This design comes from an exercise in tuning for small area and a short achievable clock period on the open sky130 flow, not from production work.
Where RTL was checked, it was by simulation tests only, not by an equivalence proof against the original.
Only the layout flow was run in run 1; the RTL was not checked for function there.
No activity file was given, so power comes from the tool's default toggle rates.

<file path="design.v">
`timescale 1ns / 1ps
module single_cycle_cpu_interrupt (clock, resetn, inst, d_f_mem, pc, m_addr, d_t_mem, wmem, rmem, intr0, intr1);
    input  clock, resetn;
    input  [31:0] inst;
    input  [31:0] d_f_mem;
    output [31:0] pc;
    output [31:0] m_addr;
    output [31:0] d_t_mem;
    output wmem;
    output rmem;
    input  intr0;
    input  intr1;
    wire [5:0]  op  = inst[31:26];
    wire [4:0]  rs  = inst[25:21];
    wire [4:0]  rt  = inst[20:16];
    wire [4:0]  rd  = inst[15:11];
    wire [4:0]  sa  = inst[10:6];
    wire [5:0]  fn  = inst[5:0];
    wire [15:0] imm = inst[15:0];
    wire rtype  = (op == 6'h00);
    wire i_add  = rtype & (fn == 6'h20);
    wire i_sub  = rtype & (fn == 6'h22);
    wire i_and  = rtype & (fn == 6'h24);
    wire i_or   = rtype & (fn == 6'h25);
    wire i_xor  = rtype & (fn == 6'h26);
    wire i_slt  = rtype & (fn == 6'h2a);
    wire i_shf  = rtype & (fn[5:3] == 3'b000) & (fn[1:0] != 2'b01);   
    wire i_jr   = rtype & (fn == 6'h08);
    wire i_addi = (op == 6'h08);
    wire i_andi = (op == 6'h0c);
    wire i_ori  = (op == 6'h0d);
    wire i_xori = (op == 6'h0e);
    wire i_slti = (op == 6'h0a);
    wire i_lw   = (op == 6'h23);
    wire i_sw   = (op == 6'h2b);
    wire i_beq  = (op == 6'h04);
    wire i_bne  = (op == 6'h05);
    wire i_lui  = (op == 6'h0f);
    wire i_j    = (op == 6'h02);
    wire i_jal  = (op == 6'h03);
    wire i_eret = (op == 6'h10) & inst[25] & (fn == 6'h18);
    wire wreg = i_add | i_sub | i_and | i_or | i_xor | i_slt | i_shf |
                i_addi | i_andi | i_ori | i_xori | i_slti | i_lw | i_lui | i_jal;
    wire [4:0] dest = i_jal ? 5'd31 : (rtype ? rd : rt);
    wire [31:0] wd;
    wire [31:1] we;
    wire [31:0] q [1:31];
    genvar g, i;
    generate
        for (g = 1; g < 32; g = g + 1) begin : R
            assign we[g] = wreg & (dest == g);
            wire [31:0] d;
            reg  [31:0] r;
            always @(posedge clock) r <= d;
            assign q[g] = r;
            for (i = 0; i < 32; i = i + 1) begin : B
                rf_hold h (.we(we[g]), .wen(~we[g]), .d(wd[i]), .q(r[i]), .y(d[i]));
            end
        end
    endgenerate
    wire [31:1] sela, selb;
    generate
        for (g = 1; g < 32; g = g + 1) begin : S
            assign sela[g] = (rs == g);
            assign selb[g] = (rt == g);
        end
    endgenerate
    wire [31:0] a, b;
    generate
        for (i = 0; i < 32; i = i + 1) begin : P
            wire [9:0] na, nb;
            for (g = 0; g < 10; g = g + 1) begin : G
                rf_sel3 ua (.s0(sela[3*g+1]), .s1(sela[3*g+2]), .s2(sela[3*g+3]),
                            .d0(q[3*g+1][i]), .d1(q[3*g+2][i]), .d2(q[3*g+3][i]),
                            .y(na[g]));
                rf_sel3 ub (.s0(selb[3*g+1]), .s1(selb[3*g+2]), .s2(selb[3*g+3]),
                            .d0(q[3*g+1][i]), .d1(q[3*g+2][i]), .d2(q[3*g+3][i]),
                            .y(nb[g]));
            end
            assign a[i] = ~&{na, ~(sela[31] & q[31][i])};
            assign b[i] = ~&{nb, ~(selb[31] & q[31][i])};
        end
    endgenerate
    wire        sext   = i_addi;
    wire [31:0] immx   = {{16{sext & imm[15]}}, imm};
    wire        use_b  = rtype | i_beq | i_bne;
    wire [31:0] opb    = use_b ? b : immx;
    wire        subx   = rtype ? (fn[1] & ~fn[2]) : i_slti;   
    wire [31:0] bb     = opb ^ {32{subx}};
    wire [31:0] p      = a ^ bb;
    wire [31:0] gg     = a & bb;
    wire [31:0] gk [0:5];
    wire [31:0] pk [0:5];
    assign gk[0] = {gg[31:1], gg[0] | (p[0] & subx)};
    assign pk[0] = p;
    genvar l;
    generate
        for (l = 0; l < 5; l = l + 1) begin : KS
            for (i = 0; i < 32; i = i + 1) begin : N
                if (i >= (1 << l)) begin : C
                    assign gk[l+1][i] = gk[l][i] | (pk[l][i] & gk[l][i - (1 << l)]);
                    assign pk[l+1][i] = pk[l][i] & pk[l][i - (1 << l)];
                end else begin : W
                    assign gk[l+1][i] = gk[l][i];
                    assign pk[l+1][i] = pk[l][i];
                end
            end
        end
    endgenerate
    wire [31:0] sum = p ^ {gk[5][30:0], subx};
    wire        lt  = ~gk[5][31];                        
    wire [31:0] x_and = gg;
    wire [31:0] x_or  = gg | p;
    wire [31:0] x_xor = p;
    wire        eq    = ~|p;
    wire        left  = ~fn[1];
    wire        fill  = fn[0] & b[31];
    wire [4:0]  shamt = fn[2] ? a[4:0] : sa;
    wire        big   = fn[2] & (|a[31:5]);
    reg  [31:0] bx, sr, shres;
    integer k;
    always @(*) begin
        for (k = 0; k < 32; k = k + 1) bx[k] = left ? b[31-k] : b[k];
        sr = $signed({fill, bx}) >>> shamt;
        if (big) sr = {32{fill}};
        for (k = 0; k < 32; k = k + 1) shres[k] = left ? sr[31-k] : sr[k];
    end
    reg  [31:0] pc, epc;
    reg         ie;
    wire [29:0] pu = pc[31:2];
    wire [7:0]  gall;                                    
    wire [7:0]  gin;                                     
    wire [29:0] pinc;
    generate
        for (i = 0; i < 8; i = i + 1) begin : IG
            if (i < 7) begin : F
                assign gall[i] = &pu[4*i+3:4*i];
            end else begin : L
                assign gall[i] = &pu[29:28];
            end
            if (i == 0) begin : Z
                assign gin[i] = 1'b1;
            end else begin : NZ
                assign gin[i] = &gall[i-1:0];
            end
        end
        for (i = 0; i < 30; i = i + 1) begin : IB
            if (i % 4 == 0) begin : Z
                assign pinc[i] = pu[i] ^ gin[i/4];
            end else begin : NZ
                assign pinc[i] = pu[i] ^ (gin[i/4] & (&pu[i-1:4*(i/4)]));
            end
        end
    endgenerate
    wire [31:0] pc4 = {pinc, pc[1:0]};
    wire [29:0] bo  = {{14{imm[15]}}, imm};
    wire [29:0] bp  = pu ^ bo;                           
    wire [29:0] bg  = pu & bo;
    wire [29:0] bg0 = {bg[29:1], bg[0] | bp[0]};
    reg  [29:0] cg, cp, bc;
    integer m, n, st;
    always @(*) begin
        cg = bg0; cp = bp;
        for (st = 1; st < 32; st = st * 2)
            for (n = 2 * st - 1; n < 30; n = n + 2 * st) begin
                cg[n] = cg[n] | (cp[n] & cg[n - st]);
                cp[n] = cp[n] & cp[n - st];
            end
        for (st = 8; st >= 1; st = st / 2)
            for (n = 3 * st - 1; n < 30; n = n + 2 * st) begin
                cg[n] = cg[n] | (cp[n] & cg[n - st]);
                cp[n] = cp[n] & cp[n - st];
            end
        bc = {cg[28:0], 1'b1};                           
    end
    wire [31:0] brt   = {bp ^ bc, pc[1:0]};
    wire [31:0] jt    = {pc4[31:28], inst[25:0], 2'b00};
    wire        taken = (i_beq & eq) | (i_bne & ~eq);
    wire [31:0] next_pc = i_jr ? a : (i_j | i_jal) ? jt : taken ? brt : pc4;
    wire sel_add = i_add | i_sub | i_addi;
    wire sel_lt  = i_slt | i_slti;
    wire sel_and = i_and | i_andi;
    wire sel_or  = i_or  | i_ori;
    wire sel_xor = i_xor | i_xori;
    assign wd = ({32{sel_add}} & sum[31:0]) |
                ({32{sel_lt }} & {31'h0, lt}) |
                ({32{sel_and}} & x_and) |
                ({32{sel_or }} & x_or) |
                ({32{sel_xor}} & x_xor) |
                ({32{i_shf  }} & shres) |
                ({32{i_lui  }} & {imm, 16'h0}) |
                ({32{i_jal  }} & pc4) |
                ({32{i_lw   }} & d_f_mem);
    wire [31:0] mim = {{16{imm[15]}}, imm};
    wire [31:0] mp  = a ^ mim;
    wire [31:0] mgk [0:5];
    wire [31:0] mpk [0:5];
    assign mgk[0] = a & mim;
    assign mpk[0] = mp;
    generate
        for (l = 0; l < 5; l = l + 1) begin : MKS
            for (i = 0; i < 32; i = i + 1) begin : N
                if (i >= (1 << l)) begin : C
                    assign mgk[l+1][i] = mgk[l][i] | (mpk[l][i] & mgk[l][i - (1 << l)]);
                    assign mpk[l+1][i] = mpk[l][i] & mpk[l][i - (1 << l)];
                end else begin : W
                    assign mgk[l+1][i] = mgk[l][i];
                    assign mpk[l+1][i] = mpk[l][i];
                end
            end
        end
    endgenerate
    assign m_addr  = mp ^ {mgk[5][30:0], 1'b0};
    assign d_t_mem = b;
    assign wmem    = i_sw;
    assign rmem    = i_lw;
    always @(posedge clock or negedge resetn) begin
        if (!resetn) begin
            pc  <= 32'h0;
            epc <= 32'h0;
            ie  <= 1'b1;
        end else if (i_eret) begin
            pc  <= epc;
            ie  <= 1'b1;
        end else if (ie && (intr0 || intr1)) begin
            epc <= next_pc;
            pc  <= intr0 ? 32'h08 : 32'h10;
            ie  <= 1'b0;
        end else begin
            pc  <= next_pc;
        end
    end
endmodule
module rf_hold (we, wen, d, q, y);
    input we, wen, d, q;
    output y;
    assign y = (we & d) | (wen & q);
endmodule
module rf_sel3 (s0, s1, s2, d0, d1, d2, y);
    input s0, s1, s2, d0, d1, d2;
    output y;
    assign y = ~((s0 & d0) | (s1 & d1) | (s2 & d2));
endmodule
</file>
<file path="run.sh">
#!/bin/bash
# synth_recipe.tcl (not shown) runs the flow's synth.tcl, then flattens the netlist and writes it again
# the make line also repeats each setting of config.mk as NAME=value (left out here)
make -C /OpenROAD-flow-scripts/flow DESIGN_CONFIG=/design/flow/config.mk WORK_HOME=/design/flow/orfs CLKGATE_MAP_FILE= SYNTH_SCRIPT=/design/flow/synth_recipe.tcl finish
</file>
<file path="config.mk">
export PLATFORM = sky130hd
export DESIGN_NAME = single_cycle_cpu_interrupt
export DESIGN_NICKNAME = single_cycle_cpu_interrupt
export VERILOG_FILES = /design/flow/design.v
export SDC_FILE = /design/flow/constraint.sdc
export NUM_CORES = 4
export LEC_CHECK = 0
export CAP_MARGIN = 20
export CORE_MARGIN = 2
export CORE_UTILIZATION = 45
export CTS_BUF_LIST = sky130_fd_sc_hd__clkbuf_8
export SETUP_SLACK_MARGIN = 4
export SLEW_MARGIN = 20
export SYNTH_HIERARCHICAL = 1
export SYNTH_MINIMUM_KEEP_SIZE = 0
</file>
<file path="constraint.sdc">
create_clock -name core_clock -period 12.5 [get_ports {clock}]
set_input_delay 2.5000 -clock core_clock [delete_from_list [all_inputs] [get_ports {clock}]]
set_output_delay 2.5000 -clock core_clock [all_outputs]
set_load 0.01 [all_outputs]
</file>
==> results of run 1 <==
-- Yosys stat by module (local to each module, per instance) --
module,cells inside,cell area (sq um)
rf_hold,1,8.76
rf_sel3,1,10.0
single_cycle_cpu_interrupt,3274,36300
-- path summary, 6_finish.rpt --
path / start / to / cells past startpoint
max: inst[25] / m_addr[30] / 20
min: epc[22] / pc[22] / 2
max reg2reg: R[25].r[22] / R[5].r[25] / 18
min reg2reg: epc[22] / pc[22] / 2
max in group asynchronous: resetn / epc[30] / 2
min in group asynchronous: resetn / pc[5] / 2
-- stage by stage --
step | total power, mW | util
floorplan | 4.26 | -
global placement | 4.82 | 0.501
detailed placement | 4.83 | 0.501
CTS | 7.97 | 0.552
global route | 8.29 | 0.562
finish | 8.09 | 0.562
-- where the power goes --
group | switching [mW] | internal (mW)
sequential | 0.148 | 3.46
clock | 1.51 | 1.67
combinational | 0.815 | 0.484
total | 2.47 | 5.62
-- routing by layer --
metal  wire length (microns)  global-route usage
met1                  104000               0.590
met2                  106000               0.603
met3                   48300               0.227
met4                   19700               0.238
met5                     492              0.0167
-- logic make-up after synthesis --
group                      share of synthesized area
AOI/OAI and AO/OA                              0.389
DFF                                            0.418
and+or+nand+nor                               0.0838
buffers and inverters                         0.0226
adders and majority gates                     0.0385
xor gates and xnor gates                      0.0184
muxes                                         0.0296
-- state kept, by name (all words and copies together) (netlist names) --
signal and flops:
epc 32, ie 1, R.r 992, pc 32
-- layout by cell type, fill, tap and decap left out, drive strengths merged, types with 20 or more instances in the layout --
| cell | n |
|---|---|
| a22o | 1004 |
| dfxtp | 992 |
| a222oi | 648 |
| buf | 444 |
| nand2 | 282 |
| clkbuf | 218 |
| inv | 212 |
| nor2 | 188 |
| o21ai | 164 |
| nand4 | 142 |
| a21oi | 139 |
| ha | 131 |
| clkdlybuf4s50 | 121 |
| xnor2 | 75 |
| nand3 | 71 |
| dfrtp | 64 |
| a21o | 52 |
| mux2i | 44 |
| nor3 | 44 |
| mux4 | 36 |
| a2111o | 34 |
| xor2 | 33 |
| o211ai | 30 |
| clkinv | 28 |
| a221oi | 26 |
| a22oi | 24 |
| mux2 | 24 |
| a211oi | 24 |
| and2 | 24 |
| o221ai | 23 |
| nor4 | 22 |
| a221o | 20 |
| a31oi | 20 |
-- critical path, delay by kind of cell --
family	cells	cell delay (ns)
AND/OR/NAND/NOR	5	1.65
XOR/XNOR	1	0.15
buffers and inverters	4	0.59
AO/OA/AOI/OAI	9	2.18
adder cells (fa/ha/maj)	1	0.36
-- timing repair --
| item | 4_1_cts | 5_1_grt |
|---|---|---|
| hold buffers | 0 | 0 |
| hold endpoints to repair | 0 | 0 |
| setup buffers | 145 | 62 |
| pin swaps | 163 | 109 |
| gates resized for setup | 339 | 137 |
| cloned | 10 | 4 |
| endpoints found under the setup margin | 1005 | 490 |
-- cell type report --
type,count,area (sq um),share of cell area
multi-input cells,3565,30500,0.482
flip-flops and latches,1057,21500,0.339
repair buffers,582,5270,0.0832
clock buffers,210,2890,0.0456
well taps,1500,1880,0.0296
clock inverters,99,692,0.0109
inverters,156,594,0.00938
diodes,6,15.0,0.000237
==> out/results.tsv, run 1 <==
metric	value	unit
Clock Sinks	1057	
Avg Vias per Cell	7.85	
I/O Pins	166	
fin worst setup slack	2.56	ns
I/O Buffers	165	
PD cells	128	nW/um^2
crit-path max FO	7	
CTS tree	built	
DP Cell Count	6635	
Final Hold Viols	0	
RePlAce Congestion	1.05	
Critical Path AT	7.44	ns
Post-synth EDFFs	0	
GR Overflow Total	0	
clock latency (worst-skew pair)	0.91	ns
Max Slew Vio Count	0	
P&R area growth vs syn	23.4	%
status	finished clean	
die width	342	microns
Final ANT Viol Nets	0	
Max Freq	101	MHz
Worst-path clk slew	0.06	ns
critical path's slowest cell	nand4_1	
Final Skew	0.0601	ns
clk root buf	clkbuf_8	
Netlist cell types	100	
row cnt	123	
Final setup viols	0	
total negative slack	0	ns
syn avg cell area	10.5	sq um
drt first pass iters	17	
hpwl dp	184000	microns
Hold Crit Class	reg -> reg	
layout filler cell count	9841	
Lkg Pwr	25.0	nW
Tmin final	9.94	ns
Starting Density	0.455	
Initial DRC Count	13700	
fin area	63400	sq um
flops & latches, synth	1057	
Post-Syn Area	51400	sq um
CTS H-Tree Depth	4	
Vias	56300	
share of layout cells above drive strength 1	0.190	
initial antenna violation count	28	
Seq/Total Area, Yosys	0.418	
Post-Place Cell Area	56600	sq um
Tot GR Track Use	0.453	
die area	117000	sq um
VDD IR-drop max	0.000111	V
CP Capture Type	primary output	
max incr delay on CP	0.74	ns
Hold WS	0.478	ns
slew margin rel.	0.165	
synth top area cells	dfxtp_1 (39%), a22o_1 (17%), a222oi_1 (13%)	
Final Non-Filler Cells	7175	
total CTS buffers	176	
CP required	10.00	ns
pre-CTS setup slack	0.674	ns
Max Cap Violations	0	
startpoint types	primary input	
first-pass GRT wire length	386000	microns
Residual DRC	0	
Synth Flop Type	dfxtp_1	
Syn Nets	5122	
most frequent cell after synthesis	a22o_1	
die height	342	microns
Post-synth ARST share	0.0615	
critical path cell sequence	buf_12 > or2b_4 > buf_6 > nor2_4 > buf_16 > a222oi_1 > nand4_1 > nor2_4 > nand3_4 > ha_4 > o211ai_1 > a21oi_2 > a41oi_2 > a311oi_4 > o2111ai_2 > a31oi_2 > a21o_1 > a21oi_2 > xnor2_2 > buf_2	
post-layout net count	5754	
Wirelength per Cell	38.8	microns
Syn Inst Count	4906	
Worst-Margin Slew	1.25	ns
vias in the first global route	50600	
fin crit share	0.796	
critical path type	in -> out	
share of the synthesized area in the top cell type	0.387	
clock buffer depth	3	
Routed WL	279000	microns
r2r setup slk	5.84	ns
largest net degree at the start of global routing	66	
core area	113000	sq um
yosys warns	7	
unrepaired setup endpoints after global routing	true	
commonest cells in the netlist	a22o_1 (1004), dfxtp_1 (992), a222oi_1 (648), nand2_1 (280), nor2_1 (181)	
Yosys top cell by area	dfxtp_1	
==> run 2: changes to the inputs <==
--- a/design.v
+++ b/design.v
@@ -67,3 +67,3 @@
     endgenerate
-    wire [31:0] a, b;
+    wire [31:0] a, b, am;
     generate
@@ -71,2 +71,4 @@
             wire [9:0] na, nb;
+            wire [2:0] xa, xb;
+            wire       an, bn, amn;
             for (g = 0; g < 10; g = g + 1) begin : G
@@ -79,4 +81,14 @@
             end
-            assign a[i] = ~&{na, ~(sela[31] & q[31][i])};
-            assign b[i] = ~&{nb, ~(selb[31] & q[31][i])};
+            rf_nand4 a0 (.a(na[0]), .b(na[1]), .c(na[2]), .d(na[3]), .y(xa[0]));
+            rf_nand4 a1 (.a(na[4]), .b(na[5]), .c(na[6]), .d(na[7]), .y(xa[1]));
+            rf_nand3 a2 (.a(na[8]), .b(na[9]), .c(~(sela[31] & q[31][i])), .y(xa[2]));
+            rf_nor3  a3 (.a(xa[0]), .b(xa[1]), .c(xa[2]), .y(an));
+            rf_nor3  a4 (.a(xa[0]), .b(xa[1]), .c(xa[2]), .y(amn));
+            rf_nand4 b0 (.a(nb[0]), .b(nb[1]), .c(nb[2]), .d(nb[3]), .y(xb[0]));
+            rf_nand4 b1 (.a(nb[4]), .b(nb[5]), .c(nb[6]), .d(nb[7]), .y(xb[1]));
+            rf_nand3 b2 (.a(nb[8]), .b(nb[9]), .c(~(selb[31] & q[31][i])), .y(xb[2]));
+            rf_nor3  b3 (.a(xb[0]), .b(xb[1]), .c(xb[2]), .y(bn));
+            assign a[i]  = ~an;
+            assign am[i] = ~amn;
+            assign b[i]  = ~bn;
         end
@@ -100,4 +112,4 @@
                 if (i >= (1 << l)) begin : C
-                    assign gk[l+1][i] = gk[l][i] | (pk[l][i] & gk[l][i - (1 << l)]);
-                    assign pk[l+1][i] = pk[l][i] & pk[l][i - (1 << l)];
+                    ks_node n (.gi(gk[l][i]), .pi(pk[l][i]), .gj(gk[l][i - (1 << l)]),
+                               .pj(pk[l][i - (1 << l)]), .go(gk[l+1][i]), .po(pk[l+1][i]));
                 end else begin : W
@@ -194,6 +206,6 @@
     wire [31:0] mim = {{16{imm[15]}}, imm};
-    wire [31:0] mp  = a ^ mim;
+    wire [31:0] mp  = am ^ mim;
     wire [31:0] mgk [0:5];
     wire [31:0] mpk [0:5];
-    assign mgk[0] = a & mim;
+    assign mgk[0] = am & mim;
     assign mpk[0] = mp;
@@ -203,4 +215,4 @@
                 if (i >= (1 << l)) begin : C
-                    assign mgk[l+1][i] = mgk[l][i] | (mpk[l][i] & mgk[l][i - (1 << l)]);
-                    assign mpk[l+1][i] = mpk[l][i] & mpk[l][i - (1 << l)];
+                    ks_node n (.gi(mgk[l][i]), .pi(mpk[l][i]), .gj(mgk[l][i - (1 << l)]),
+                               .pj(mpk[l][i - (1 << l)]), .go(mgk[l+1][i]), .po(mpk[l+1][i]));
                 end else begin : W
@@ -243 +255,22 @@
 endmodule
+module rf_nand4 (a, b, c, d, y);
+    input a, b, c, d;
+    output y;
+    assign y = ~(a & b & c & d);
+endmodule
+module rf_nand3 (a, b, c, y);
+    input a, b, c;
+    output y;
+    assign y = ~(a & b & c);
+endmodule
+module rf_nor3 (a, b, c, y);
+    input a, b, c;
+    output y;
+    assign y = ~(a | b | c);
+endmodule
+module ks_node (gi, pi, gj, pj, go, po);
+    input gi, pi, gj, pj;
+    output go, po;
+    assign go = gi | (pi & gj);
+    assign po = pi & pj;
+endmodule
==> run 2 against run 1 <==
Effect of this change:
- still clean
- critical path depth down 1
- wire length up 8.8%
- register-to-register slack worse by 0.14 ns
- first-iteration DRC count down 1.7%
- die area up 3.4%
- via count up 4.4%
- critical endpoint is now m_addr[31]
- largest power group unchanged
==> out/results.tsv, run 2 <==
metric	value	unit
Critical Path AT	6.49	ns
CTS H-Tree Depth	4	
first-pass GRT wire length	415000	microns
RR Endpoint	R[30].r[7]	
unrepaired setup endpoints after global routing	true	
Starting Density	0.452	
Tot GR Track Use	0.474	
commonest non-fill, non-tap cell in the layout	a22o_1	
CP Capture Type	primary output	
met2 usage	0.638	
Hold Path Sink	epc[31]	
Hold WS	0.482	ns
status	finished clean	
VDD IR-drop max	0.000114	V
Syn Inst Count	5151	
clock buffer depth	3	
critical path's slowest cell	a222oi_1	
row cnt	126	
drt first pass iters	14	
Biggest register	R.r	
PD cells	121	nW/um^2
combinational share of power	0.141	
Syn Nets	5365	
Clock Sinks	1057	
hpwl dp	194000	microns
Final ANT Viol Nets	0	
Worst-path clk slew	0.06	ns
Reg2Reg Depth	15	
crit-path max FO	8	
Routed WL	303000	microns
die height	348	microns
syn avg cell area	10.3	sq um
Wirelength per Cell	39.8	microns
startpoint types	primary input	
I/O Buffers	165	
die area	121000	sq um
CTS tree	built	
clock latency (worst-skew pair)	0.98	ns
Final setup viols	0	
Post-Syn Area	53100	sq um
hold buffers post-CTS	0	
Net Switching	2.39	mW
largest net degree at the start of global routing	66	
Max Cap Violations	0	
Max Freq	111	MHz
critical hold path startpoint	epc[31]	
critical path type	in -> out	
clock power share	0.417	
total CTS buffers	178	
Power Internal	5.66	mW
Final Hold Viols	0	
critical path cell sequence	buf_12 > or2_4 > buf_12 > nor2_4 > buf_6 > a222oi_1 > nand4_1 > buf_6 > nor3_4 > inv_2 > ha_4 > and2_4 > and2_4 > and2_1 > a21o_1 > a21o_1 > xnor2_2 > xnor2_2 > buf_2	
post-layout net count	6139	
sw frac	0.297	
Largest register FFs	992	
most frequent cells in the layout	a22o_1 (1025), dfxtp_1 (992), a222oi_1 (658)	
Top Registers	R.r: 992 flops, epc: 32 flops, pc: 32 flops	
Hold Crit Class	reg -> reg	
met1 Usage GRT	0.613	
I/O Pins	166	
total negative slack	0	ns
met3 Track Usage GR	0.195	
Residual DRC	0	
slew margin rel.	0.201	
reg-to-reg startpoint	R[1].r[11]	
max incr delay on CP	0.70	ns
initial antenna violation count	6	
GR Overflow Total	0	
r2r setup slk	5.70	ns
core area	118000	sq um
Avg Vias per Cell	7.72	
Vias	58800	
Worst Hold Depth	2	
RePlAce Congestion	1.07	
Seq pwr share	0.442	
share of layout cells above drive strength 1	0.204	
pre-CTS setup slack	1.73	ns
die width	348	microns
Initial DRC Count	13400	
fin worst setup slack	3.51	ns
Worst-Margin Slew	1.20	ns
vias in the first global route	53600	
Final Skew	0.0730	ns
yosys warns	7	
GR peak layer	met2	
P&R area growth vs syn	25.3	%
Lkg Pwr	28.8	nW
Max Slew Vio Count	0	
CP required	10.00	ns
clk root buf	clkbuf_8	
fin crit share	0.719	
Tmin final	8.99	ns
## run 2: routing by layer
metal,wire length (microns),share of wire,up-vias
met5,145,0.00048,-
met4,26300,0.087,8
met3,49200,0.16,1350
met2,116000,0.38,5383
met1,111000,0.37,28500
li1,-,-,23500
## run 2: how the worst max path moves through the flow
stage | slack, ns | endpoint | depth (start not counted) | start
2_1_floorplan | 4.00 | m_addr[31] | 15 | inst[23]
3_3_place_gp | 1.76 | m_addr[31] | 17 | inst[24]
3_5_place_dp | 1.73 | m_addr[31] | 16 | inst[24]
4_1_cts | 3.84 | m_addr[31] | 18 | inst[23]
5_1_grt | 3.62 | m_addr[31] | 19 | inst[24]
6_report | 3.51 | m_addr[31] | 19 | inst[24]
## run 2: repair_timing
action                     in CTS  in global routing
resized for setup             306                108
gates cloned                   29                  8
buffers inserted              231                 62
setup endpoints to repair    1116                773
pin swaps                     225                 88
## run 2: power groups by stage
stage          sequential (mW)  combinational (mW)  clock (mW)
2_1_floorplan             3.60               0.544           0
3_3_place_gp              3.62               0.996           0
3_5_place_dp              3.62                1.00           0
4_1_cts                   3.55                1.07        3.34
5_1_grt                   3.56                1.18        3.49
6_report                  3.56                1.13        3.35
## run 2: critical path: cells and delay by family
family,cells,cell delay (ns)
AOI/OAI and AO/OA,3,1.10
xor gates and xnor gates,2,0.33
adders and majority gates,1,0.25
buffers and inverters,6,0.91
and+or+nand+nor,7,1.36
## run 2: cell type report
class / instances / area, sq um
clock buffers: 226 / 3110
multi-input cells: 3834 / 32500
repair buffers: 681 / 6220
well taps: 1536 / 1920
clock inverters: 100 / 707
diodes: 6 / 15.0
flip-flops and latches: 1057 / 21500
inverters: 173 / 649
fillers: 10400 / 51000
## run 2: per-stage QoR
step | power [mW] | util | instance area [sq um] | cells
6_report | 8.04 | 0.566 | 66600 | 7613
5_1_grt | 8.23 | 0.566 | 66600 | 7610
4_1_cts | 7.95 | 0.559 | 65700 | 7535
3_5_place_dp | 4.62 | 0.498 | 58600 | 6949
3_3_place_gp | 4.62 | 0.498 | 58500 | 6947
2_1_floorplan | 4.15 | - | 53200 | 5151
==> run 3: changes to the inputs <==
--- a/design.v
+++ b/design.v
@@ -196,11 +196,16 @@
     wire sel_xor = i_xor | i_xori;
-    assign wd = ({32{sel_add}} & sum[31:0]) |
-                ({32{sel_lt }} & {31'h0, lt}) |
-                ({32{sel_and}} & x_and) |
-                ({32{sel_or }} & x_or) |
-                ({32{sel_xor}} & x_xor) |
-                ({32{i_shf  }} & shres) |
-                ({32{i_lui  }} & {imm, 16'h0}) |
-                ({32{i_jal  }} & pc4) |
-                ({32{i_lw   }} & d_f_mem);
+    wire [31:0] wd_early = ({32{sel_and}} & x_and) |
+                           ({32{sel_or }} & x_or) |
+                           ({32{sel_xor}} & x_xor) |
+                           ({32{i_shf  }} & shres) |
+                           ({32{i_lui  }} & {imm, 16'h0}) |
+                           ({32{i_jal  }} & pc4) |
+                           ({32{i_lw   }} & d_f_mem) |
+                           {31'h0, sel_add & sum[0]};
+    rf_ao21 w0 (.a(sel_lt), .b(lt), .c(wd_early[0]), .y(wd[0]));
+    generate
+        for (i = 1; i < 32; i = i + 1) begin : WD
+            rf_ao21 w (.a(sel_add), .b(sum[i]), .c(wd_early[i]), .y(wd[i]));
+        end
+    endgenerate
     wire [31:0] mim = {{16{imm[15]}}, imm};
@@ -276 +281,6 @@
 endmodule
+module rf_ao21 (a, b, c, y);
+    input a, b, c;
+    output y;
+    assign y = (a & b) | c;
+endmodule
==> run 3 against run 2 <==
Effect of this change:
- register-to-register slack gained 0.51 ns
- maximum frequency grew 0.95%
- critical path depth shrank 1
- area after synthesis grew 0.13%
- still clean on timing, DRC and antenna
- total power shrank 1.8%
- synthesized cell count shrank 0.70%
- critical endpoint unchanged
- sequential cell count is the same
- global-route usage grew 0.32 points
- core utilization shrank 0.20 points
- critical path type unchanged
==> out/results.tsv, run 3 <==
metric	value	unit
PD cells	119	nW/um^2
hpwl dp	194000	microns
Hold WS	0.474	ns
Worst-path clk slew	0.06	ns
pre-CTS setup slack	1.55	ns
Clock Sinks	1057	
Vias	57900	
Lkg Pwr	28.8	nW
hold buffers post-CTS	0	
total CTS buffers	175	
Tot GR Track Use	0.477	
Final Skew	0.0695	ns
Max Slew Vio Count	0	
core area	118000	sq um
Max Freq	112	MHz
Syn Nets	5329	
Wirelength per Cell	40.1	microns
vias in the first global route	53500	
unrepaired setup endpoints after global routing	true	
Initial DRC Count	13300	
CP Capture Type	primary output	
Residual DRC	0	
Final setup viols	0	
Worst-Margin Slew	1.26	ns
yosys warns	7	
clock latency (worst-skew pair)	0.94	ns
post-layout net count	6080	
total negative slack	0	ns
Top Registers	R.r: 992 flops, epc: 32 flops, pc: 32 flops	
clock buffer depth	3	
CP required	10.00	ns
slew margin rel.	0.152	
Final ANT Viol Nets	0	
initial antenna violation count	18	
clk root buf	clkbuf_8	
Final Hold Viols	0	
die width	348	microns
I/O Pins	166	
commonest non-fill, non-tap cell in the layout	a22o_1	
fin worst setup slack	3.60	ns
die height	348	microns
share of layout cells above drive strength 1	0.204	
P&R area growth vs syn	24.7	%
Largest register FFs	992	
Routed WL	302000	microns
row cnt	126	
fin crit share	0.712	
CTS H-Tree Depth	4	
Syn Inst Count	5115	
Avg Vias per Cell	7.69	
RePlAce Congestion	1.05	
first-pass GRT wire length	417000	microns
Tmin final	8.90	ns
largest net degree at the start of global routing	66	
GR Overflow Total	0	
DP Cell Count	6914	
Biggest register	R.r	
drt first pass iters	25	
VDD IR-drop max	0.0000979	V
Post-Syn Area	53200	sq um
most frequent cells in the layout	a22o_1 (1025), dfxtp_1 (992), a222oi_1 (650)	
CTS tree	built	
Final Non-Filler Cells	7535	
Max Cap Violations	0	
critical path type	in -> out	
status	finished clean	
I/O Buffers	165	
crit-path max FO	16	
Hold Crit Class	reg -> reg	
startpoint types	primary input	
Critical Path AT	6.40	ns
die area	121000	sq um
syn avg cell area	10.4	sq um
final core utilization	0.564	
Starting Density	0.452	
-- run 3: cell count changes in the layout (fill, tap and decap cells not counted), moves of 19 or more --
cell / delta
buf_4: -33
a21o_1: +32
o211ai_1: -27
buf_6: +24
nor2_1: -20
a21o_2: +19
o21ai_0: -19
-- run 3: final cells by class --
type | count | area [sq um]
Fill cell | 10300 | 51200
Tap cell | 1536 | 1920
Clock buffer | 211 | 2900
Inverter | 174 | 653
Timing Repair Buffer | 659 | 6170
Antenna cell | 4 | 10.0
Clock inverter | 95 | 597
Sequential cell | 1057 | 21500
Multi-Input combinational cell | 3799 | 32600
-- run 3: worst paths after layout --
path | from | to | slack, ns | depth (start not counted)
worst max-delay path | inst[24] | m_addr[31] | 3.60 | 18
worst min-delay path | epc[3] | epc[3] | 0.47 | 1
worst max register to register | R[22].r[31] | R[10].r[7] | 6.21 | 14
worst min register to register | epc[3] | epc[3] | 0.47 | 1
max in group asynchronous | resetn | epc[19] | 10.11 | 2
min in group asynchronous | resetn | pc[14] | 1.80 | 2
-- run 3: routing by layer --
metal | vias up | routed length (microns) | GRT usage
met2 | 5371 | 119000 | 0.670
met4 | 30 | 29100 | 0.353
met3 | 1383 | 46600 | 0.180
met5 | - | 327 | 0.00240
li1 | 23300 | - | -
met1 | 27900 | 107000 | 0.593
-- run 3: power by group --
group          internal [mW]  switching, mW  total, mW
registers               3.45          0.113       3.56
logic                  0.446          0.749       1.20
clock network           1.60           1.53       3.14
-- run 3: repair_timing --
| action | 4_1_cts | 5_1_grt |
|---|---|---|
| pin swaps | 204 | 103 |
| buffers inserted | 246 | 37 |
| gates resized for setup | 354 | 89 |
| setup endpoints to repair | 1116 | 159 |
| gates cloned | 27 | 1 |
-- run 3: worst max-delay path: stages --
cell      delay, ns
buf_12         0.13
nand2b_4       0.27
nor2_4         0.10
buf_4          0.24
a222oi_1       0.47
nand4_1        0.18
buf_6          0.18
nor3_4         0.40
inv_2          0.10
ha_4           0.24
and2_4         0.13
a21o_1         0.21
a21o_1         0.24
a21o_1         0.21
a21o_1         0.24
xnor2_2        0.17
xnor2_2        0.18
buf_2          0.17
-- run 3: stage by stage --
stage | total power [mW] | cell area [sq um]
floorplan | 4.16 | 53300
global placement | 4.69 | 58500
detailed placement | 4.70 | 58600
CTS | 7.81 | 65700
global route | 8.07 | 66400
finish | 7.90 | 66400
==> run 4: changes to the inputs <==
--- a/config.mk
+++ b/config.mk
@@ -10,3 +10,5 @@
 export CORE_UTILIZATION = 45
-export CTS_BUF_LIST = sky130_fd_sc_hd__clkbuf_8
+export CTS_BUF_LIST = sky130_fd_sc_hd__clkbuf_16
+export CTS_CLUSTER_DIAMETER = 70
+export CTS_CLUSTER_SIZE = 24
 export SETUP_SLACK_MARGIN = 4
==> run 4 against run 3 <==
Effect of this change:
- area after synthesis did not move
- sequential share of layout area up 0.23 points
- worst setup slack improved by 0.018 ns
- first-iteration DRC count is 0.61% lower
- clock-buffer cell count decreased by 137
- maximum frequency rose by 0.20%
- synthesized cell count stayed put
- die area did not move
- design area is 0.71% lower
- hold slack better by 0.0022 ns
==> out/results.tsv, run 4 <==
metric	value	unit
startpoint types	primary input	
Initial DRC Count	13200	
pre-CTS setup slack	1.55	ns
P&R area growth vs syn	23.8	%
Syn Inst Count	5115	
critical path type	in -> out	
vias in the first global route	52400	
largest net degree at the start of global routing	66	
die height	348	microns
Wirelength per Cell	40.8	microns
Post-Place Cell Area	58600	sq um
clock buffer depth	3	
Biggest register	R.r	
GR Overflow Total	0	
crit-path max FO	7	
Tmin final	8.88	ns
Residual DRC	0	
most used cell, CP	buf_12	
post-layout net count	6002	
CP Capture Type	primary output	
unrepaired setup endpoints after global routing	true	
Worst-path clk slew	0.06	ns
combinational share of power	0.161	
Largest register FFs	992	
CTS H-Tree Depth	3	
die area	121000	sq um
Buf/Inv on CP	6	
Net Switching	2.35	mW
core area	118000	sq um
syn avg cell area	10.4	sq um
clk root buf	clkbuf_16	
Avg Vias per Cell	7.82	
Routed WL	301000	microns
Critical Path AT	6.38	ns
PD cells	113	nW/um^2
Max Freq	113	MHz
I/O Pins	166	
CTS tree	built	
total negative slack	0	ns
yosys warns	7	
drt first pass iters	20	
Reg area	21500	sq um
Multi-input gate area	32800	sq um
Max Cap Violations	0	
CP top delay family	buffers and inverters	
first-pass GRT wire length	412000	microns
most frequent cells in the layout	a22o_1 (1025), dfxtp_1 (992), a222oi_1 (650)	
hpwl dp	194000	microns
Final ANT Viol Nets	0	
critical path's slowest cell	clkdlybuf4s50_1	
row cnt	126	
total CTS buffers	73	
Max Slew Vio Count	0	
Lkg Pwr	28.3	nW
Tot GR Track Use	0.472	
Clock Sinks	1057	
Worst-Margin Slew	1.27	ns
Vias	57800	
Top Registers	R.r: 992 flops, epc: 32 flops, pc: 32 flops	
fin crit share	0.711	
clock latency (worst-skew pair)	0.74	ns
hold buffers post-CTS	0	
Starting Density	0.452	
clock power share	0.362	
status	finished clean	
max incr delay on CP	0.66	ns
initial antenna violation count	11	
commonest non-fill, non-tap cell in the layout	a22o_1	
fin worst setup slack	3.62	ns
Final setup viols	0	
Hold Crit Class	reg -> reg	
Seq pwr share	0.477	
critical path cell sequence	buf_16 > or3b_4 > buf_12 > nor2_4 > buf_12 > a222oi_1 > nand4_1 > buf_6 > nor3_4 > inv_2 > ha_4 > and2_4 > a21o_1 > xor2_1 > clkdlybuf4s50_1	
share of layout cells above drive strength 1	0.193	
layout filler cell count	10300	
Final Hold Viols	0	
fin area	65900	sq um
Final Skew	0.0597	ns
Post-Syn Area	53200	sq um
CP required	10.00	ns
VDD IR-drop max	0.000110	V
sw frac	0.314	
slew margin rel.	0.149	
Power Internal	5.12	mW
Syn Nets	5329	
I/O Buffers	165	
RePlAce Congestion	1.05	
die width	348	microns
[run 4: changes by cell type in the layout (fill, tap and decap cells not counted), sizes merged, moves of 2 or more]
cell           change
clkbuf           -132
inv               -38
buf               +13
diode              +8
nor2               +5
clkdlybuf4s50      +2
[run 4: per-stage QoR]
stage	util	power (mW)	cells	hold WS, ns
floorplan	-	4.16	5115	0.444
global placement	0.497	4.69	6908	0.454
detailed placement	0.499	4.70	6914	0.464
CTS	0.551	7.38	7308	0.477
global route	0.560	7.63	7380	0.495
finish	0.560	7.46	7390	0.477
[run 4: cell type report]
type | count | share of cell area
antenna | 12 | 0.000456
clock buffer | 74 | 0.0281
inverter | 174 | 0.00991
clock inverter | 55 | 0.0115
sequential | 1057 | 0.326
tap | 1536 | 0.0292
timing repair buffer | 678 | 0.0977
multi-input combinational | 3804 | 0.497
[run 4: timing repair]
action                     in CTS  in global routing
setup endpoints to repair    1116                665
gates cloned                   29                  5
pin swaps                     195                134
resized for setup             355                121
buffers inserted              236                 64
[run 4: power groups by stage]
stage	Clock (mW)	Sequential, mW	Combinational (mW)
2_1_floorplan	0	3.61	0.552
3_3_place_gp	0	3.63	1.06
3_5_place_dp	0	3.63	1.07
4_1_cts	2.69	3.55	1.14
5_1_grt	2.82	3.56	1.25
6_report	2.70	3.56	1.20
[run 4: worst paths after layout]
path / slack [ns] / end / depth (start not counted) / from
min in group asynchronous: 2.00 / pc[14] / 2 / resetn
hold / removal: 0.48 / epc[3] / 1 / epc[3]
hold reg to reg: 0.48 / epc[3] / 1 / epc[3]
setup / recovery: 3.62 / m_addr[3] / 15 / inst[23]
setup reg to reg: 6.21 / R[8].r[7] / 14 / R[22].r[31]
max in group asynchronous: 9.93 / pc[23] / 2 / resetn
[run 4: layer usage]
metal  vias up  track usage  part of all wire
met4         4        0.354             0.096
met1     28000        0.589              0.35
met5         -      0.00640           0.00031
li1      23100            -                 -
met3      1264        0.173              0.16
met2      5445        0.659              0.39
==> run 5: changes to the inputs <==
--- a/design.v
+++ b/design.v
@@ -112,7 +112,12 @@
                 if (i >= (1 << l)) begin : C
-                    ks_node n (.gi(gk[l][i]), .pi(pk[l][i]), .gj(gk[l][i - (1 << l)]),
-                               .pj(pk[l][i - (1 << l)]), .go(gk[l+1][i]), .po(pk[l+1][i]));
+                    if (l % 2 == 0) begin : E
+                        ks_an n (.gi(gk[l][i]), .pi(pk[l][i]), .gj(gk[l][i - (1 << l)]),
+                                 .pj(pk[l][i - (1 << l)]), .go(gk[l+1][i]), .po(pk[l+1][i]));
+                    end else begin : O
+                        ks_oa n (.gi(gk[l][i]), .pi(pk[l][i]), .gj(gk[l][i - (1 << l)]),
+                                 .pj(pk[l][i - (1 << l)]), .go(gk[l+1][i]), .po(pk[l+1][i]));
+                    end
                 end else begin : W
-                    assign gk[l+1][i] = gk[l][i];
-                    assign pk[l+1][i] = pk[l][i];
+                    assign gk[l+1][i] = ~gk[l][i];
+                    assign pk[l+1][i] = ~pk[l][i];
                 end
@@ -121,4 +126,4 @@
     endgenerate
-    wire [31:0] sum = p ^ {gk[5][30:0], subx};
-    wire        lt  = ~gk[5][31];                        
+    wire [31:0] sum = p ^ {~gk[5][30:0], subx};
+    wire        lt  = gk[5][31];                         
     wire [31:0] x_and = gg;
@@ -131,3 +136,3 @@
     wire        big   = fn[2] & (|a[31:5]);
-    reg  [31:0] bx, sr, shres;
+    reg  [31:0] bx, sr, srr;
     integer k;
@@ -136,5 +141,7 @@
         sr = $signed({fill, bx}) >>> shamt;
-        if (big) sr = {32{fill}};
-        for (k = 0; k < 32; k = k + 1) shres[k] = left ? sr[31-k] : sr[k];
+        for (k = 0; k < 32; k = k + 1) srr[k] = sr[31-k];
     end
+    wire sel_shr  = i_shf & ~left & ~big;
+    wire sel_shl  = i_shf & left & ~big;
+    wire sel_fill = i_shf & big & fill;
     reg  [31:0] pc, epc;
@@ -199,3 +206,5 @@
                            ({32{sel_xor}} & x_xor) |
-                           ({32{i_shf  }} & shres) |
+                           ({32{sel_shr}} & sr) |
+                           ({32{sel_shl}} & srr) |
+                           {32{sel_fill}} |
                            ({32{i_lui  }} & {imm, 16'h0}) |
@@ -220,7 +229,12 @@
                 if (i >= (1 << l)) begin : C
-                    ks_node n (.gi(mgk[l][i]), .pi(mpk[l][i]), .gj(mgk[l][i - (1 << l)]),
-                               .pj(mpk[l][i - (1 << l)]), .go(mgk[l+1][i]), .po(mpk[l+1][i]));
+                    if (l % 2 == 0) begin : E
+                        ks_an n (.gi(mgk[l][i]), .pi(mpk[l][i]), .gj(mgk[l][i - (1 << l)]),
+                                 .pj(mpk[l][i - (1 << l)]), .go(mgk[l+1][i]), .po(mpk[l+1][i]));
+                    end else begin : O
+                        ks_oa n (.gi(mgk[l][i]), .pi(mpk[l][i]), .gj(mgk[l][i - (1 << l)]),
+                                 .pj(mpk[l][i - (1 << l)]), .go(mgk[l+1][i]), .po(mpk[l+1][i]));
+                    end
                 end else begin : W
-                    assign mgk[l+1][i] = mgk[l][i];
-                    assign mpk[l+1][i] = mpk[l][i];
+                    assign mgk[l+1][i] = ~mgk[l][i];
+                    assign mpk[l+1][i] = ~mpk[l][i];
                 end
@@ -229,3 +243,3 @@
     endgenerate
-    assign m_addr  = mp ^ {mgk[5][30:0], 1'b0};
+    assign m_addr  = mp ^ {~mgk[5][30:0], 1'b0};
     assign d_t_mem = b;
@@ -275,7 +289,13 @@
 endmodule
-module ks_node (gi, pi, gj, pj, go, po);
+module ks_an (gi, pi, gj, pj, go, po);
     input gi, pi, gj, pj;
     output go, po;
-    assign go = gi | (pi & gj);
-    assign po = pi & pj;
+    assign go = ~(gi | (pi & gj));
+    assign po = ~(pi & pj);
+endmodule
+module ks_oa (gi, pi, gj, pj, go, po);
+    input gi, pi, gj, pj;
+    output go, po;
+    assign go = ~(gi & (pi | gj));
+    assign po = ~(pi | pj);
 endmodule
--- a/config.mk
+++ b/config.mk
@@ -10,5 +10,3 @@
 export CORE_UTILIZATION = 45
-export CTS_BUF_LIST = sky130_fd_sc_hd__clkbuf_16
-export CTS_CLUSTER_DIAMETER = 70
-export CTS_CLUSTER_SIZE = 24
+export CTS_BUF_LIST = sky130_fd_sc_hd__clkbuf_8
 export SETUP_SLACK_MARGIN = 4
==> run 5 against run 4 <==
Effect of this change:
- critical endpoint is now R[11].r[21]
- die area down 0.34%
- still clean
- via count rose by 1.1%
- largest cell class unchanged
- clock skew up 0.010 ns
==> out/results.tsv, run 5 <==
metric	value	unit
clk root buf	clkbuf_8	
I/O Pins	166	
RePlAce Congestion	1.05	
Final Skew	0.0700	ns
pre-CTS setup slack	1.53	ns
vias in the first global route	53000	
startpoint types	primary input	
Final setup viols	0	
Lkg Pwr	26.1	nW
RR Endpoint	R[11].r[21]	
clock buffer depth	3	
Reg2Reg Depth	15	
GR Overflow Total	0	
first-pass GRT wire length	409000	microns
total negative slack	0	ns
hpwl dp	190000	microns
share of layout cells above drive strength 1	0.246	
status	finished clean	
Avg Vias per Cell	7.75	
Residual DRC	0	
die area	121000	sq um
slew margin rel.	0.176	
Tmin final	8.89	ns
CTS H-Tree Depth	4	
Biggest register	R.r	
P&R area growth vs syn	25.4	%
post-layout net count	6069	
Top Registers	R.r: 992 flops, epc: 32 flops, pc: 32 flops	
Syn Nets	5315	
Initial DRC Count	13400	
PD cells	120	nW/um^2
Worst-Margin Slew	1.23	ns
Final Hold Viols	0	
Max Cap Violations	0	
layout filler cell count	10200	
Largest register FFs	992	
total CTS buffers	175	
core area	117000	sq um
Worst Hold Depth	2	
fin worst setup slack	3.61	ns
die width	347	microns
Net Switching	2.36	mW
largest net degree at the start of global routing	66	
Power Internal	5.59	mW
r2r setup slk	5.95	ns
row cnt	125	
Hold Crit Class	reg -> reg	
DP Cell Count	6891	
Final ANT Viol Nets	0	
sw frac	0.297	
combinational share of power	0.142	
critical hold path startpoint	epc[31]	
CP required	13.31	ns
total power	7.95	mW
fin crit share	0.711	
I/O Buffers	165	
drt first pass iters	15	
clock latency (worst-skew pair)	0.96	ns
Max Slew Vio Count	0	
final core utilization	0.571	
hold buffers post-CTS	0	
Clock Sinks	1057	
Routed WL	300000	microns
Worst-path clk slew	0.06	ns
Post-Place Cell Area	58300	sq um
Syn Inst Count	5101	
unrepaired setup endpoints after global routing	true	
Final Non-Filler Cells	7532	
Max Freq	113	MHz
Vias	58400	
Critical Path AT	9.70	ns
VDD IR-drop max	0.000114	V
Starting Density	0.455	
crit-path max FO	31	
initial antenna violation count	17	
CP Capture Type	register	
reg-to-reg startpoint	R[13].r[31]	
critical path type	in -> reg	
Hold Path Sink	epc[31]	
yosys warns	7	
die height	347	microns
Wirelength per Cell	39.8	microns
Hold WS	0.485	ns
Tot GR Track Use	0.467	
Seq pwr share	0.447	
most frequent cells in the layout	a22o_1 (1025), dfxtp_1 (992), a222oi_1 (648)	
CTS tree	built	
fin area	66500	sq um
commonest non-fill, non-tap cell in the layout	a22o_1	
Post-Syn Area	53000	sq um
syn avg cell area	10.4	sq um
clock power share	0.410	
-- run 5: how the worst max path moves through the flow --
stage / from / endpoint / slack (ns) / cells after the start
after global routing: inst[23] / m_addr[31] / 3.86 / 19
final: inst[16] / R[11].r[21] / 3.61 / 21
after detailed placement: inst[23] / m_addr[31] / 1.53 / 16
after global placement: inst[23] / m_addr[31] / 1.39 / 16
after floorplan: inst[23] / m_addr[31] / 4.06 / 15
after CTS: inst[23] / m_addr[31] / 3.80 / 19
-- run 5: repair_timing --
action / in CTS / in global routing
cloned: 19 / 8
setup endpoints to repair: 1116 / 111
setup buffers: 239 / 43
pin swaps: 167 / 117
gates resized for setup: 311 / 185
-- run 5: routing by layer --
layer | GRT usage | up-vias | routed length, microns
li1 | - | 23300 | -
met1 | 0.600 | 28500 | 110000
met2 | 0.654 | 5349 | 119000
met3 | 0.191 | 1220 | 48900
met4 | 0.273 | 24 | 22500
met5 | 0.00400 | - | 263
-- run 5: power groups by stage --
stage	registers, mW	logic [mW]	clock network, mW
after global routing	3.57	1.18	3.40
after global placement	3.63	0.991	0
after floorplan	3.61	0.555	0
after CTS	3.56	1.06	3.25
final	3.56	1.13	3.27
after detailed placement	3.63	0.997	0
-- run 5: area by class of cell --
cell class	count	area [sq um]	area share
inverter	185	694	0.0104
antenna	15	37.5	0.000565
sequential	1057	21500	0.323
timing repair buffer	673	6240	0.0939
multi-input combinational	3763	32400	0.488
clock buffer	222	3060	0.0460
clock inverter	93	639	0.00962
tap	1524	1910	0.0287
-- run 5: worst max-delay path, cell delays in order --
cell	delay, ns
clkdlybuf4s50_1	0.44
buf_12	0.17
nor2b_2	0.21
nand2_4	0.16
nor2_4	0.09
buf_4	0.24
a222oi_1	0.49
nand4_1	0.68
nor3_2	0.41
buf_6	0.18
buf_4	0.22
nand2b_1	0.70
nor4b_4	0.09
buf_4	0.25
a221oi_1	0.38
o211ai_1	0.15
a221oi_1	0.92
o211ai_1	0.43
a21o_1	0.33
buf_4	0.29
a22o_1	0.26
==> run 6: changes to the inputs <==
--- a/config.mk
+++ b/config.mk
@@ -10,3 +10,5 @@
 export CORE_UTILIZATION = 45
-export CTS_BUF_LIST = sky130_fd_sc_hd__clkbuf_8
+export CTS_BUF_LIST = sky130_fd_sc_hd__clkbuf_16
+export CTS_CLUSTER_DIAMETER = 70
+export CTS_CLUSTER_SIZE = 24
 export SETUP_SLACK_MARGIN = 4
==> run 6 against run 5 <==
Effect of this change:
- first-iteration DRC count decreased by 1.8%
- area after synthesis unchanged
- final cell count decreased by 2.7%
- sequential share of layout area increased by 0.67 points
- synthesized cell count unchanged
- worst setup slack improved by 0.20 ns
- sequential power about the same
- core utilization decreased by 1.2 points
- clock skew decreased by 0.028 ns
==> out/results.tsv, run 6 <==
metric	value	unit
Initial DRC Count	13200	
Final setup viols	0	
critical path's slowest cell	nand4_1	
Syn Inst Count	5101	
Final Hold Viols	0	
startpoint types	primary input	
pre-CTS setup slack	1.53	ns
CP Capture Type	primary output	
Avg Vias per Cell	7.85	
Clock Sinks	1057	
Reg2Reg Depth	17	
GR Overflow Total	0	
first-pass GRT wire length	405000	microns
critical path cell sequence	clkdlybuf4s50_1 > buf_8 > nand3b_1 > buf_4 > nor2_4 > buf_4 > a222oi_1 > nand4_1 > nor3_2 > buf_6 > inv_1 > clkdlybuf4s50_1	
Residual DRC	0	
post-layout net count	5963	
core area	117000	sq um
Tmin final	8.69	ns
Starting Density	0.455	
row cnt	125	
Post-Syn Area	53000	sq um
reg-to-reg startpoint	R[4].r[5]	
share of layout cells above drive strength 1	0.232	
drt first pass iters	15	
Biggest register	R.r	
Max Freq	115	MHz
Max Slew Vio Count	0	
critical path type	in -> out	
Hold Crit Class	reg -> reg	
die area	121000	sq um
vias in the first global route	51900	
fin worst setup slack	3.81	ns
Worst-Margin Slew	1.19	ns
Lkg Pwr	25.1	nW
Vias	57500	
layout filler cell count	10200	
Critical Path AT	6.19	ns
hold buffers post-CTS	0	
clock buffer depth	3	
max incr delay on CP	0.63	ns
die height	347	microns
total CTS buffers	72	
Syn Nets	5315	
commonest non-fill, non-tap cell in the layout	a22o_1	
I/O Pins	166	
yosys warns	7	
Final Skew	0.0415	ns
clk root buf	clkbuf_16	
Top Registers	R.r: 992 flops, epc: 32 flops, pc: 32 flops	
Largest register FFs	992	
Hold WS	0.490	ns
slew margin rel.	0.204	
PD cells	112	nW/um^2
Worst-path clk slew	0.08	ns
VDD IR-drop max	0.000119	V
total negative slack	0	ns
CTS tree	built	
Critical Path Start	inst[16]	
Tot GR Track Use	0.464	
most frequent cells in the layout	a22o_1 (1025), dfxtp_1 (992), a222oi_1 (648)	
RR Endpoint	R[13].r[21]	
Reg area	21500	sq um
Wirelength per Cell	40.4	microns
crit-path max FO	32	
Routed WL	296000	microns
clock latency (worst-skew pair)	0.70	ns
Max Cap Violations	0	
Multi-input gate area	32400	sq um
Final ANT Viol Nets	0	
CTS H-Tree Depth	3	
Setup crit end	d_t_mem[17]	
unrepaired setup endpoints after global routing	true	
die width	347	microns
fin area	65100	sq um
syn avg cell area	10.4	sq um
final core utilization	0.559	
largest net degree at the start of global routing	66	
Post-Place Cell Area	58300	sq um
fin crit share	0.695	
status	finished clean	
hpwl dp	190000	microns
P&R area growth vs syn	22.8	%
initial antenna violation count	14	
r2r setup slk	6.25	ns
CP required	10.00	ns
I/O Buffers	165	
RePlAce Congestion	1.05	
[run 6: worst min-delay path by stage]
stage          startpoint  endpoint  depth (start not counted)
4_1_cts            epc[2]     pc[2]                          2
2_1_floorplan      epc[4]    epc[4]                          2
3_5_place_dp      epc[31]   epc[31]                          2
3_3_place_gp      epc[31]   epc[31]                          2
5_1_grt            epc[0]     pc[0]                          1
6_report           epc[2]     pc[2]                          2
[run 6: timing repair]
action	CTS	global route
endpoints found under the hold margin	0	0
endpoints found under the setup margin	1116	526
pin swaps	170	129
gates cloned	20	3
buffers inserted	218	64
resized for setup	303	195
[run 6: cell type report]
class | instances | share of cell area
antenna | 3 | 0.000115
multi-input combinational | 3766 | 0.497
clock buffer | 74 | 0.0284
tap | 1524 | 0.0293
clock inverter | 52 | 0.00922
inverter | 185 | 0.0108
timing repair buffer | 667 | 0.0953
sequential | 1057 | 0.330
[run 6: per-stage QoR]
step,std cells,total power [mW]
6_report,7328,7.30
5_1_grt,7325,7.46
4_1_cts,7255,7.21
3_5_place_dp,6891,4.62
3_3_place_gp,6888,4.62
2_1_floorplan,5101,4.16
[run 6: power by group]
| group | switching [mW] | leakage (nW) | internal [mW] |
|---|---|---|---|
| clock | 1.43 | 1.21 | 1.18 |
| combinational | 0.686 | 15.1 | 0.443 |
| sequential | 0.112 | 8.84 | 3.44 |
| total | 2.23 | 25.1 | 5.07 |
[run 6: critical path: cells and delay by family]
kind / cells / cell delay, ns
compound gates: 1 / 0.62
buf+inv: 7 / 1.90
simple gates: 4 / 1.13
[run 6: per-layer routing]
metal | share of wire | wire (microns) | vias to the layer above | GRT usage
met5 | 0.00075 | 223 | - | 0.00360
met2 | 0.39 | 117000 | 5176 | 0.652
li1 | - | - | 23100 | -
met4 | 0.078 | 23000 | 26 | 0.261
met1 | 0.37 | 108000 | 28100 | 0.604
met3 | 0.16 | 47500 | 1167 | 0.177
==> run 7: changes to the inputs <==
--- a/config.mk
+++ b/config.mk
@@ -13,3 +13,3 @@
 export CTS_CLUSTER_SIZE = 24
-export SETUP_SLACK_MARGIN = 4
+export SETUP_SLACK_MARGIN = 4.5
 export SLEW_MARGIN = 20
==> run 7 against run 6 <==
Effect of this change:
- highest routed layer unchanged
- sequential share of layout area fell by 1.1 points
- hold slack barely moved
- largest power group unchanged
- register-to-register slack improved by 0.35 ns
- maximum frequency barely moved
- critical endpoint is now m_addr[24]
- clock power rose by 3%
- first-iteration DRC count fell by 0.14%
- total power rose by 1.8%
- sequential power barely moved
- still clean
- wire length rose by 3.9%
- critical path depth rose by 9
- sequential cell count did not move
- global-route usage rose by 1.9 points
==> out/results.tsv, run 7 <==
metric	value	unit
vias in the first global route	53400	
initial antenna violation count	19	
commonest non-fill, non-tap cell in the layout	a22o_1	
Worst Hold Depth	2	
Routed WL	307000	microns
clk root buf	clkbuf_16	
CTS H-Tree Depth	3	
PD cells	110	nW/um^2
GR Overflow Total	0	
drt first pass iters	17	
Hold WS	0.490	ns
Reg area	21500	sq um
final core utilization	0.579	
Biggest register	R.r	
Syn Inst Count	5101	
Final setup viols	0	
Hold Path Sink	epc[31]	
total power	7.44	mW
crit-path max FO	32	
CP required	10.00	ns
Largest register FFs	992	
Power Internal	5.11	mW
Clock Sinks	1057	
Final Skew	0.0660	ns
Vias	58900	
hpwl dp	192000	microns
P&R area growth vs syn	27.2	%
Max Cap Violations	0	
Starting Density	0.455	
core area	117000	sq um
combinational share of power	0.159	
Multi-input gate area	33100	sq um
reg-to-reg startpoint	R[1].r[17]	
r2r setup slk	6.60	ns
Max Freq	115	MHz
RePlAce Congestion	1.04	
Tot GR Track Use	0.483	
row cnt	125	
clock buffer depth	3	
first-pass GRT wire length	420000	microns
Final ANT Viol Nets	0	
Reg2Reg Depth	16	
clock latency (worst-skew pair)	0.74	ns
I/O Buffers	165	
fin crit share	0.695	
die area	121000	sq um
Worst-Margin Slew	1.28	ns
layout filler cell count	10100	
Worst-path clk slew	0.09	ns
startpoint types	primary input	
Hold Crit Class	reg -> reg	
Initial DRC Count	13100	
Post-Syn Area	53000	sq um
most frequent cells in the layout	a22o_1 (1025), dfxtp_1 (992), a222oi_1 (648)	
Final Hold Viols	0	
share of layout cells above drive strength 1	0.263	
total CTS buffers	73	
clock power share	0.363	
hold buffers post-CTS	0	
status	finished clean	
Tmin final	8.69	ns
critical path type	in -> out	
Residual DRC	0	
post-layout net count	6104	
Top Registers	R.r: 992 flops, epc: 32 flops, pc: 32 flops	
sw frac	0.312	
Lkg Pwr	26.4	nW
total negative slack	0	ns
Seq pwr share	0.478	
Wirelength per Cell	41.1	microns
CP Capture Type	primary output	
largest net degree at the start of global routing	66	
yosys warns	7	
Syn Nets	5315	
I/O Pins	166	
Avg Vias per Cell	7.88	
die height	347	microns
die width	347	microns
slew margin rel.	0.140	
Critical Path AT	6.19	ns
syn avg cell area	10.4	sq um
Net Switching	2.32	mW
RR Endpoint	R[17].r[24]	
VDD IR-drop max	0.000143	V
critical hold path startpoint	epc[31]	
Max Slew Vio Count	0	
CTS tree	built	
unrepaired setup endpoints after global routing	true	
run 7: cell type report:
cell class / instances / area share
clock buffer: 73 / 0.0271
multi-input combinational: 3768 / 0.491
antenna: 8 / 0.000297
timing repair buffer: 805 / 0.114
clock inverter: 60 / 0.0115
tap: 1524 / 0.0283
inverter: 185 / 0.0103
sequential: 1057 / 0.318
run 7: worst max-delay path, cell delays in order:
cell and delay (ns):
buf_12 0.08, buf_12 0.11, buf_16 0.11, nand3b_1 0.14
buf_6 0.15, buf_4 0.14, nor2_4 0.05, buf_8 0.21
a222oi_1 0.41, nand3_1 0.30, nor3_4 0.33, inv_2 0.10
ha_4 0.32, nand2_2 0.13, nor2_4 0.19, buf_4 0.13
nand2_1 0.11, nor2_2 0.18, a21oi_4 0.09, xnor2_2 0.18
buf_2 0.17
run 7: metal layers:
metal,wire length (microns),track usage,vias to the layer above
li1,-,-,23400
met5,410,0.00320,-
met1,111000,0.613,28800
met4,24900,0.293,26
met2,121000,0.676,5378
met3,49900,0.201,1353
run 7: worst max-delay path by stage:
| stage | slack, ns | cells past startpoint | endpoint | from |
|---|---|---|---|---|
| 6_report | 3.81 | 21 | m_addr[24] | inst[22] |
| 5_1_grt | 3.77 | 21 | m_addr[31] | inst[22] |
| 4_1_cts | 4.03 | 20 | m_addr[31] | inst[22] |
| 3_5_place_dp | 1.69 | 16 | m_addr[31] | inst[23] |
| 3_3_place_gp | 1.78 | 17 | m_addr[31] | inst[24] |
| 2_1_floorplan | 4.50 | 15 | m_addr[31] | inst[22] |
run 7: through the flow:
| step | instances | area (sq um) | setup slack [ns] |
|---|---|---|---|
| finish | 7480 | 67500 | 3.81 |
| global route | 7472 | 67500 | 3.77 |
| CTS | 7397 | 66100 | 4.03 |
| detailed placement | 6897 | 58400 | 1.69 |
| global placement | 6895 | 58400 | 1.78 |
| floorplan | 5101 | 53200 | 4.50 |
run 7: what timing repair did:
action                                 4_1_cts  5_1_grt
endpoints found under the hold margin        0        0
pin swaps                                  314      173
buffers inserted                           340       68
resized for setup                          587      165
setup endpoints to repair                 1116     1068
gates cloned                                27        3
run 7: power by group through the flow:
stage,Combinational [mW],Clock (mW),Sequential [mW]
2_1_floorplan,0.559,0,3.61
3_3_place_gp,0.991,0,3.63
3_5_place_dp,0.997,0,3.63
4_1_cts,1.10,2.69,3.55
5_1_grt,1.23,2.81,3.57
6_report,1.18,2.70,3.56

-- what the ideal ports hide --
In the flow no input, the clock included, has a driving cell. The finished layouts below were timed again as built, in two steps.
Step 1 assumes that a clkbuf_16 drives the clock port and a buf_2 every other input.
Step 2 adds t to the input delays and takes it off the output delays; t is the mean of the earliest and latest rising clock arrival at the registers after step 1. Input paths then give back, and output paths get back, about the clock's delay inside the block.
Slacks: no drivers / after step 1 / after step 2; pairs: no drivers / after step 1.
run	t, ns	slack for setup (ns)	worst register clock-pin slew, ns
run 1	0.951	2.555 / 2.468 / 2.468	0.07 / 0.07
run 2	1.030	3.515 / 3.386 / 2.641	0.08 / 0.08
run 3	0.976	3.599 / 3.409 / 2.954	0.07 / 0.07
run 4	0.783	3.617 / 3.376 / 3.022	0.10 / 0.10
run 5	0.994	3.612 / 3.577 / 2.663	0.08 / 0.08
run 6	0.768	3.810 / 3.728 / 2.995	0.10 / 0.10
run 7	0.789	3.810 / 3.745 / 3.624	0.10 / 0.10
After both steps every run listed still meets setup and hold. The setup slack of run 5, which loses most, moves by -0.035 ns with the drivers and by -0.949 ns with both steps.
